What follows belongs to an exercise in optimizing a design on an open flow for small area and a short achievable clock period; a production flow would make more cautious choices.
At most, simulation tests tie the RTL to the original design; equivalence was not proved.
No activity file was given, so power comes from the tool's default toggle rates.

Setup of main:
## SIMD
module SIMD(clk,rst,opcode,funct3,funct7,rd_data1,rd_data2,rd_data3,w_add,immed,instrc_add,wr_add,wr_data);
input clk;
input rst;
input [6:0] opcode;
input [2:0] funct3;
input [6:0] funct7;
input [15:0] rd_data1;
input [15:0] rd_data2;
input [15:0] rd_data3;
input [4:0] w_add;
input [11:0] immed;
output [6:0] instrc_add;
output [4:0] wr_add;
output [15:0] wr_data;
wire alu = (opcode == 7'b0111011);
wire mac = (opcode == 7'b1001011);
wire shl = (opcode == 7'b0100011) | (opcode == 7'b1010011);
wire shr = (opcode == 7'b1100011);
wire m16 = (funct3 == 3'b001);
wire m8  = (funct3 == 3'b010);
wire m4  = (funct3 == 3'b100);
wire mv  = m16 | m8 | m4;
wire op_add  = alu & (funct7 == 7'b0000000) & mv;
wire op_sub  = alu & (funct7 == 7'b0100000) & mv;
wire op_mul  = alu & (funct7 == 7'b1000001) & mv;
wire op_mulh = alu & (funct7 == 7'b1000010) & mv;
wire op_madd  = mac & (funct7[1:0] == 2'b01) & mv;
wire op_maddh = mac & (funct7[1:0] == 2'b10) & mv;
wire op_and = alu & (funct7 == 7'b0001000);
wire op_or  = alu & (funct7 == 7'b0010000);
wire op_xor = alu & (funct7 == 7'b0011000);
wire op_not = alu & (funct7 == 7'b0110000);
wire bmul = op_mul | op_mulh | op_madd | op_maddh;
wire hi = op_mulh | op_maddh;
wire lg = op_and | op_or | op_xor | op_not | shl | shr;
wire ar = opcode[3];                  
wire bsel = opcode[6] | funct7[6];    
wire blog = funct7[4] | funct7[3];    
wire sgn = ar & ~opcode[6] & funct7[6] & funct7[1];    
wire s4 = sgn & funct3[2];
wire s8 = sgn & funct3[1];
wire s16 = sgn & funct3[0];
wire i_16 = s16;
wire i_4 = s4;
wire i_4_8 = s4 | s8;
wire i_4_8_16 = s4 | s8 | s16;
wire i_8 = s8;
wire i_8_16 = s8 | s16;
wire [15:0] a = rd_data2;
wire [15:0] lane1 = {3'b000, funct3[2], 3'b000, ~funct3[0], 3'b000, funct3[2], 4'b0001};
wire [15:0] b = ~ar ? 16'h0000 : bsel ? rd_data1 : blog ? 16'h0000 : funct7[5] ? 16'hffff : lane1;
  ...
make LEC_CHECK=0 CAP_MARGIN=20 CORE_MARGIN=2 CORE_UTILIZATION=40 SLEW_MARGIN=20 SYNTH_HIERARCHICAL=1 SYNTH_MINIMUM_KEEP_SIZE=0 finish   # period 10.6 ns
run.sh (not shown) runs the stock make flow with config.mk's settings and CLKGATE_MAP_FILE= SYNTH_SCRIPT=/design/flow/synth_recipe.tcl, a recipe that flattens the netlist after the stock synthesis.
Relative to main, the following input files were edited for the feature branch:
diff --git a/flow/design.v b/flow/design.v
--- a/flow/design.v
+++ b/flow/design.v
@@ -621,34 +621,41 @@
     if (!rst) begin
         pc <= 5'd0;
         wr_add_r <= 5'd0;
     end else begin
         pc <= pc + 5'd1;
         wr_add_r <= w_add;
     end
 end
 assign instrc_add = {pc, 2'b00};
 assign wr_add = wr_add_r;
+wire [31:0] nx = tx | {16'h0000, lres};
+reg [31:0] rx, ry;
+reg r_k8, r_k16;
+reg [5:0] rsel;
 wire lov = op_add | op_sub | op_mul | op_madd;
-wire [34:0] gx = {tx[31:24], p8, tx[23:16], p16, tx[15:8], p8, tx[7:0]};
-wire [34:0] gy = {ty[31:24], 1'b0, ty[23:16], 1'b0, ty[15:8], 1'b0, ty[7:0]};
-wire [34:0] gs = gx + gy;
-wire [31:0] P = {gs[34:27], gs[25:18], gs[16:9], gs[7:0]};
-wire [15:0] res = ({16{m16 & lov}} & P[15:0]) | ({16{m16 & hi}} & P[31:16]) |
-                  ({16{m8 & lov}} & {P[23:16], P[7:0]}) | ({16{m8 & hi}} & {P[31:24], P[15:8]}) |
-                  ({16{m4 & lov}} & {P[27:24], P[19:16], P[11:8], P[3:0]}) |
-                  ({16{m4 & hi}} & {P[31:28], P[23:20], P[15:12], P[7:4]});
-reg [15:0] wr_data_r;
 always @(posedge clk) begin
-    if (!rst) wr_data_r <= 16'h0000;
-    else wr_data_r <= res | lres;
+    rx <= nx;
+    ry <= ty;
+    r_k8 <= p8;
+    r_k16 <= p16;
+    if (!rst) rsel <= 6'd0;
+    else rsel <= {m4 & hi, m4 & lov, m8 & hi, m8 & lov, m16 & hi, lg | (m16 & lov)};
 end
-assign wr_data = wr_data_r;
+wire [34:0] gx = {rx[31:24], r_k8, rx[23:16], r_k16, rx[15:8], r_k8, rx[7:0]};
+wire [34:0] gy = {ry[31:24], 1'b0, ry[23:16], 1'b0, ry[15:8], 1'b0, ry[7:0]};
+wire [34:0] gs = gx + gy;
+wire [31:0] P = {gs[34:27], gs[25:18], gs[16:9], gs[7:0]};
+wire [15:0] res = ({16{rsel[0]}} & P[15:0]) | ({16{rsel[1]}} & P[31:16]) |
+                  ({16{rsel[2]}} & {P[23:16], P[7:0]}) | ({16{rsel[3]}} & {P[31:24], P[15:8]}) |
+                  ({16{rsel[4]}} & {P[27:24], P[19:16], P[11:8], P[3:0]}) |
+                  ({16{rsel[5]}} & {P[31:28], P[23:20], P[15:12], P[7:4]});
+assign wr_data = res;
 endmodule
 module SIMD_fa(input a, input b, input c, output s, output co);
 assign s = a ^ b ^ c;
 assign co = (a & b) | (c & (a ^ b));
 endmodule
 module SIMD_ha(input a, input b, output s, output co);
 assign s = a ^ b;
 assign co = a & b;
 endmodule
- NOTE filler-free cell count of the finished design main->the feature branch increased by a few percent
- | row count | lower: main |
- Against main, internal power in the feature branch rose by more than half.
- The combinational cell power of the feature branch falls short of that of main by about 10%.
- The final reports for the feature branch and main show post-synthesis xor/xnor area fraction lower in the former.
- Diff main -> the feature branch: maximum single-stage delay on the critical path now larger; final wirelength now sits higher.
- The feature branch: hold slack is 0.016 ns higher than what main reported.
- Higher minimum setup slack in the final design was reported by the feature branch, not main.
- From main to the feature branch the numbers moved as follows: total length of routed met3 wires +about 20%; final area +about 8%.
No functional check of the RTL was part of any run of this note.


SIMD, a different RTL version from the one above (not shown whole).
Size: roughly 1400 cells after synthesis, roughly 80 flip-flops, ~0.013 sq mm of cells after synthesis.
make LEC_CHECK=0 CAP_MARGIN=20 CORE_MARGIN=2 CORE_UTILIZATION=60 SETUP_SLACK_MARGIN=4 SLEW_MARGIN=20 SYNTH_HIERARCHICAL=1 SYNTH_MINIMUM_KEEP_SIZE=0 finish   # period 10.6 ns
==> next run, changes <==
--- a/flow/design.v
+++ b/flow/design.v
@@ -29,43 +29,45 @@
 wire op_or  = alu & (funct7 == 7'b0010000);
 wire op_xor = alu & (funct7 == 7'b0011000);
 wire op_not = alu & (funct7 == 7'b0110000);
 wire lov = op_add | op_sub | op_mul | op_madd;    
 wire hiv = op_mulh | op_maddh;                    
 wire [15:0] imm = {{4{immed[10]}}, immed};
 wire [3:0] k = imm[3:0];
 wire shz = |imm[15:4];                            
 wire k0 = (k == 4'd0);
 wire lg = op_and | op_or | op_xor | op_not;
-wire sel_lo16 = lg | (m16 & lov) | shl | (shr & k0);
-wire sel_hi16 = (m16 & hiv) | (shr & ~k0);
+wire sel_lo16 = lg | (m16 & lov) | (shl & ~shz) | (shr & k0 & ~shz);
+wire sel_hi16 = (m16 & hiv) | (shr & ~k0 & ~shz);
 wire ar = opcode[3];                   
 wire bmul = opcode[6] | funct7[6];     
 wire blog = funct7[4] | funct7[3];     
 wire addsub = ar & ~bmul & ~blog;
 wire sub = addsub & funct7[5];
 wire sgn = ar & ~opcode[6] & funct7[6] & funct7[1];    
 wire s4 = sgn & funct3[2];
 wire s8 = sgn & funct3[1];
 wire s16 = sgn & funct3[0];
 wire i_16 = s16;
 wire i_4 = s4;
 wire i_4_8 = s4 | s8;
 wire i_4_8_16 = s4 | s8 | s16;
 wire i_8 = s8;
 wire i_8_16 = s8 | s16;
 wire u0 = sub;
 wire u8 = sub & funct3[2];
 wire u16 = sub & ~funct3[0];
 wire [15:0] a = rd_data1;
-wire [4:0] sha = shr ? 5'd16 - {1'b0, k} : {1'b0, k};
-wire [15:0] bsh = (16'h0001 << sha[3:0]) & {16{~shz & ~ar}};
+wire [15:0] kd = 16'h0001 << k;
+wire shsel_l = ~ar & ~(opcode[6] & opcode[5]);
+wire shsel_r = ~ar & opcode[6] & opcode[5];
+wire [15:0] bsh = ({16{shsel_l}} & kd) | ({16{shsel_r}} & {kd[1], kd[2], kd[3], kd[4], kd[5], kd[6], kd[7], kd[8], kd[9], kd[10], kd[11], kd[12], kd[13], kd[14], kd[15], kd[0]});
 wire [15:0] lane1 = {3'b000, funct3[2], 3'b000, ~funct3[0], 3'b000, funct3[2], 4'b0001};
 wire [15:0] b = ({16{ar & bmul}} & rd_data2) | ({16{addsub}} & lane1) | bsh;
 wire [15:0] b8 = b & {16{~funct3[2] | ~ar}};
 wire [15:0] b16 = b & {16{funct3[0] | ~ar}};
 wire [15:0] csrc = ({16{ar & opcode[6]}} & rd_data3) | ({16{addsub}} & (rd_data2 ^ {16{funct7[5]}}));
 wire [31:0] cc = {4'h0,
                   csrc[15:12] & {4{funct3[2]}},
                   csrc[15:12] & {4{funct3[1]}},
                   csrc[11:8] & {4{~funct3[0]}},
                   csrc[15:12] & {4{funct3[0]}},
Global-route usage is higher by 2.3 points.
Flip-flop and latch count is unchanged.
Core utilization falls by 5.0 points.
Fmax went up by 2.8%.
Via count falls by 1.8%.
Routed wire length climbs by 5.6%.
Die area climbs by 0.48%.
Power increases by 8.2%.
No functional check of the RTL was part of any run of this note.


== the previous run ==
Another version of the RTL of SIMD (not shown whole).
Size: ~67 flip-flops, ~110 I/O pins, about 12000 um2 of cells after synthesis.
Settings: LEC_CHECK=0, CAP_MARGIN=20, CORE_MARGIN=2, CORE_UTILIZATION=60, CTS_BUF_LIST=sky130_fd_sc_hd__clkbuf_4 sky130_fd_sc_hd__clkbuf_8, SETUP_SLACK_MARGIN=4, SLEW_MARGIN=20, SYNTH_HIERARCHICAL=1, SYNTH_MINIMUM_KEEP_SIZE=0; clock period 10.6 ns.
standard.sh (not shown) runs the stock make flow with config.mk's settings and CLKGATE_MAP_FILE= SYNTH_SCRIPT=/design/flow/synth_recipe.tcl, a recipe that flattens the netlist after the stock synthesis.
==> flow/flow/run.sh <==
#!/bin/bash
# The standard layout with two changes after synthesis (which is the
# standard one, unchanged): the port buffers that placement inserts start as
# buf_1 instead of the default delay buffer, and the resizer may swap a cell
# for one of another footprint.
set -e
bash standard.sh synth > synth.log 2>&1
export BUFFER_PORTS_ARGS="-buffer_cell sky130_fd_sc_hd__buf_1"
bash standard.sh MATCH_CELL_FOOTPRINT=0 finish > layout.log 2>&1
--- input diff the previous run..the current run ---
diff --git a/flow/design.v b/flow/design.v
--- a/flow/design.v
+++ b/flow/design.v
@@ -672,37 +672,28 @@
 wire lo_G12 = lo_g[8] | (lo_p[8] & lo_G7);
 wire lo_P12 = lo_p[8] & lo_P7;
 wire [8:0] lo = {lo_p[8] ^ lo_G7, lo_p[7] ^ lo_G11, lo_p[6] ^ lo_G8, lo_p[5] ^ lo_G10, lo_p[4] ^ lo_G5, lo_p[3] ^ lo_G9, lo_p[2] ^ lo_G1, lo_p[1] ^ lo_g[0], lo_p[0]};
 wire [3:0] hi4 = tx[31:28] + ty[31:28];
 reg [7:0] rlo;
 reg [3:0] rhi;
 reg rc8;
 reg [27:8] rx, ry;
-reg r16, r8, r4, rh;    
+reg [5:0] rsel;
 always @(posedge clk) begin
     rlo <= lo[7:0] | lres[7:0];
     rhi <= hi4;
     rc8 <= lo[8] & p8;
     rx <= tx[27:8] | {12'h000, lres[15:8]};
     ry <= ty[27:8];
-    if (!rst) begin
-        r16 <= 1'b0;
-        r8 <= 1'b0;
-        r4 <= 1'b0;
-        rh <= 1'b0;
-    end else begin
-        r16 <= sel_lo16 | sel_hi16;
-        r8 <= m8 & (lov | hiv);
-        r4 <= m4 & (lov | hiv);
-        rh <= sel_hi16 | hiv;
-    end
+    if (!rst) rsel <= 6'd0;
+    else rsel <= {m4 & hiv, m4 & lov, m8 & hiv, m8 & lov, sel_hi16, sel_lo16};
 end
-wire r_k8 = ~r4;     
-wire r_k16 = r16;    
+wire r_k8 = ~(rsel[4] | rsel[5]);    
+wire r_k16 = rsel[0] | rsel[1];      
 wire [23:0] gx = {1'b0, rx[27:24], r_k8, rx[23:16], r_k16, rx[15:8], rc8};
 wire [23:0] gy = {1'b0, ry[27:24], 1'b0, ry[23:16], 1'b0, ry[15:8], rc8};
 wire [23:0] gs_g, gs_p;
 assign gs_g[0] = gx[0] & gy[0];
 assign gs_p[0] = gx[0] ^ gy[0];
 assign gs_g[1] = gx[1] & gy[1];
 assign gs_p[1] = gx[1] ^ gy[1];
 assign gs_g[2] = gx[2] & gy[2];
@@ -829,20 +820,20 @@
 wire gs_P39 = gs_p[18] & gs_P29;
 wire gs_G40 = gs_g[20] | (gs_p[20] & gs_G25);
 wire gs_P40 = gs_p[20] & gs_P25;
 wire gs_G41 = gs_g[22] | (gs_p[22] & gs_G30);
 wire gs_P41 = gs_p[22] & gs_P30;
 wire [23:0] gs = {gs_p[23] ^ gs_G41, gs_p[22] ^ gs_G30, gs_p[21] ^ gs_G40, gs_p[20] ^ gs_G25, gs_p[19] ^ gs_G39, gs_p[18] ^ gs_G29, gs_p[17] ^ gs_G38, gs_p[16] ^ gs_G22, gs_p[15] ^ gs_G37, gs_p[14] ^ gs_G28, gs_p[13] ^ gs_G36, gs_p[12] ^ gs_G24, gs_p[11] ^ gs_G35, gs_p[10] ^ gs_G27, gs_p[9] ^ gs_G34, gs_p[8] ^ gs_G19, gs_p[7] ^ gs_G33, gs_p[6] ^ gs_G26, gs_p[5] ^ gs_G32, gs_p[4] ^ gs_G13, gs_p[3] ^ gs_G31, gs_p[2] ^ gs_G1, gs_p[1] ^ gs_g[0], gs_p[0]};
 wire [3:0] top = rhi + {3'b000, gs[23]};
 wire [31:0] P = {top, gs[22:19], gs[17:10], gs[8:1], rlo};
-wire [15:0] res = ({16{r16 & ~rh}} & P[15:0]) | ({16{r16 & rh}} & P[31:16]) |
-                  ({16{r8 & ~rh}} & {P[23:16], P[7:0]}) | ({16{r8 & rh}} & {P[31:24], P[15:8]}) |
-                  ({16{r4 & ~rh}} & {P[27:24], P[19:16], P[11:8], P[3:0]}) |
-                  ({16{r4 & rh}} & {P[31:28], P[23:20], P[15:12], P[7:4]});
+wire [15:0] res = ({16{rsel[0]}} & P[15:0]) | ({16{rsel[1]}} & P[31:16]) |
+                  ({16{rsel[2]}} & {P[23:16], P[7:0]}) | ({16{rsel[3]}} & {P[31:24], P[15:8]}) |
+                  ({16{rsel[4]}} & {P[27:24], P[19:16], P[11:8], P[3:0]}) |
+                  ({16{rsel[5]}} & {P[31:28], P[23:20], P[15:12], P[7:4]});
 assign wr_data = res;
 endmodule
 module SIMD_fa(input a, input b, input c, output s, output co);
 assign s = a ^ b ^ c;
 assign co = (a & b) | (c & (a ^ b));
 endmodule
 module SIMD_ha(input a, input b, output s, output co);
 assign s = a ^ b;
[summary]
- Max final critical-path required period across the previous run and the current run: the previous run
- The current run against the previous run: core occupancy in the finished layout closely matched the old numbers; final weighted congestion of routability-driven global placement increased by 4.5% relative to the old numbers; relative contribution of the clock network to total power increased by 1.1 points relative to the old numbers.
- The cell area on the previous run is in line with that on the current run.
- Lower number of clock sinks seen by CTS goes to the previous run over the current run.
- Compared with the previous run, the current run degrades detailed-route wire length.
- Changes observed in the current run relative to the previous run: flip-flop and latch count moved up, die area stayed essentially flat.
For the current run, only the layout was checked, not whether the RTL still works.


Another version of the RTL of SIMD (not shown whole).
For scale: ~110 I/O pins, about 0.015 mm^2 of cells after synthesis.
make LEC_CHECK=0 CAP_MARGIN=20 CORE_MARGIN=2 CORE_UTILIZATION=40 SLEW_MARGIN=20 finish   # period 10.6 ns
run.sh (not shown) runs the stock make flow with config.mk's settings and CLKGATE_MAP_FILE= SYNTH_SCRIPT=/design/flow/synth_recipe.tcl, a recipe that flattens the netlist after the stock synthesis.
Stock flow here: none of the scripts above is used.
The baseline ran to the end with no violations.
Then changed:
--- a/flow/design.v
+++ b/flow/design.v
@@ -868,28 +868,21 @@
         pc <= pc + 5'd1;
         wr_add_r <= w_add;
     end
 end
 assign instrc_add = {pc, 2'b00};
 assign wr_add = wr_add_r;
-wire [31:0] nx = tx | {16'h0000, lres};
-reg [31:0] rx, ry;
-reg r_k8, r_k16;
-reg [5:0] rsel;
-always @(posedge clk) begin
-    rx <= nx;
-    ry <= ty;
-    r_k8 <= p8;
-    r_k16 <= p16;
-    if (!rst) rsel <= 6'd0;
-    else rsel <= {m4 & hi, m4 & ~hi & ~lg, m8 & hi, m8 & ~hi & ~lg, m16 & hi, lg | (m16 & ~hi)};
-end
-wire [34:0] gx = {rx[31:24], r_k8, rx[23:16], r_k16, rx[15:8], r_k8, rx[7:0]};
-wire [34:0] gy = {ry[31:24], 1'b0, ry[23:16], 1'b0, ry[15:8], 1'b0, ry[7:0]};
+wire [34:0] gx = {tx[31:24], p8, tx[23:16], p16, tx[15:8], p8, tx[7:0]};
+wire [34:0] gy = {ty[31:24], 1'b0, ty[23:16], 1'b0, ty[15:8], 1'b0, ty[7:0]};
 wire [34:0] gs = gx + gy;
 wire [31:0] P = {gs[34:27], gs[25:18], gs[16:9], gs[7:0]};
-wire [15:0] res = ({16{rsel[0]}} & P[15:0]) | ({16{rsel[1]}} & P[31:16]) |
-                  ({16{rsel[2]}} & {P[23:16], P[7:0]}) | ({16{rsel[3]}} & {P[31:24], P[15:8]}) |
-                  ({16{rsel[4]}} & {P[27:24], P[19:16], P[11:8], P[3:0]}) |
-                  ({16{rsel[5]}} & {P[31:28], P[23:20], P[15:12], P[7:4]});
-assign wr_data = res;
+wire [15:0] res = ({16{m16 & ~hi}} & P[15:0]) | ({16{m16 & hi}} & P[31:16]) |
+                  ({16{m8 & ~hi}} & {P[23:16], P[7:0]}) | ({16{m8 & hi}} & {P[31:24], P[15:8]}) |
+                  ({16{m4 & ~hi}} & {P[27:24], P[19:16], P[11:8], P[3:0]}) |
+                  ({16{m4 & hi}} & {P[31:28], P[23:20], P[15:12], P[7:4]});
+reg [15:0] wr_data_r;
+always @(posedge clk) begin
+    if (!rst) wr_data_r <= 16'h0000;
+    else wr_data_r <= res | lres;
+end
+assign wr_data = wr_data_r;
 endmodule
Outcome: The new run finished clean. Utilization rose by 1.3 points. Sequential share of layout area fell by 6.7 points. Sequential cell count fell by 56. Area after synthesis fell by a few percent. Combinational power hardly moves. Critical path depth rose by 8. Sequential power fell by well over a third. Non-clock buffer count rose by 44. Worst setup slack degrades by 1600 ps. Design area fell by a few percent.
No run of this note included a check of the RTL's function; only the layout flow was run.

==> afterwards: timing with drivers on the ports <==
How much do the figures lean on ideal ports? The routed layouts below were timed once more, with nothing changed but the port constraints. Step 1 (the two cells are an assumption about what drives the block):
set clk [get_ports {clk}]
set_driving_cell -lib_cell sky130_fd_sc_hd__clkbuf_16 $clk
set_driving_cell -lib_cell sky130_fd_sc_hd__buf_2 [delete_from_list [all_inputs] $clk]
Step 2, shift: input delay + t, output delay - t, t = (earliest + latest rising clock arrival at the registers) / 2. This alone moves slack from input paths to output paths. Slacks: ideal / step 1 / step 2; pairs: ideal / step 1.
run | t, ns | slack for setup (ns) | worst setup path after step 2 | latest minus earliest clock arrival (ns) | worst slew at a driven data input, ns
main | 0.296 | 0.914 / 0.907 / 0.611 | input to register | 0.011 / 0.010 | 0.05
the feature branch | 0.392 | 2.099 / 2.125 / 1.733 | input to register | 0.010 / 0.010 | 0.09
the first run of note 2 | 0.367 | 3.872 / 3.890 / 3.523 | input to register | 0.012 / 0.011 | 0.06
the second run of note 2 | 0.394 | 4.053 / 4.064 / 3.670 | input to register | 0.020 / 0.020 | 0.07
the previous run | 0.413 | 4.046 / 4.072 / 3.658 | input to register | 0.023 / 0.023 | 0.04
the current run | 0.436 | 4.063 / 4.064 / 3.628 | input to register | 0.034 / 0.034 | 0.08
the first run of note 4 | 0.423 | 2.081 / 2.113 / 1.689 | input to register | 0.022 / 0.023 | 0.08
the second run of note 4 | 0.297 | 0.470 / 0.468 / 0.170 | input to register | 0.003 / 0.003 | 0.06
After both steps setup and hold are still met in every run listed. The setup slack of the current run, which loses most, moves by +0.001 ns with the drivers and by -0.435 ns with both steps.
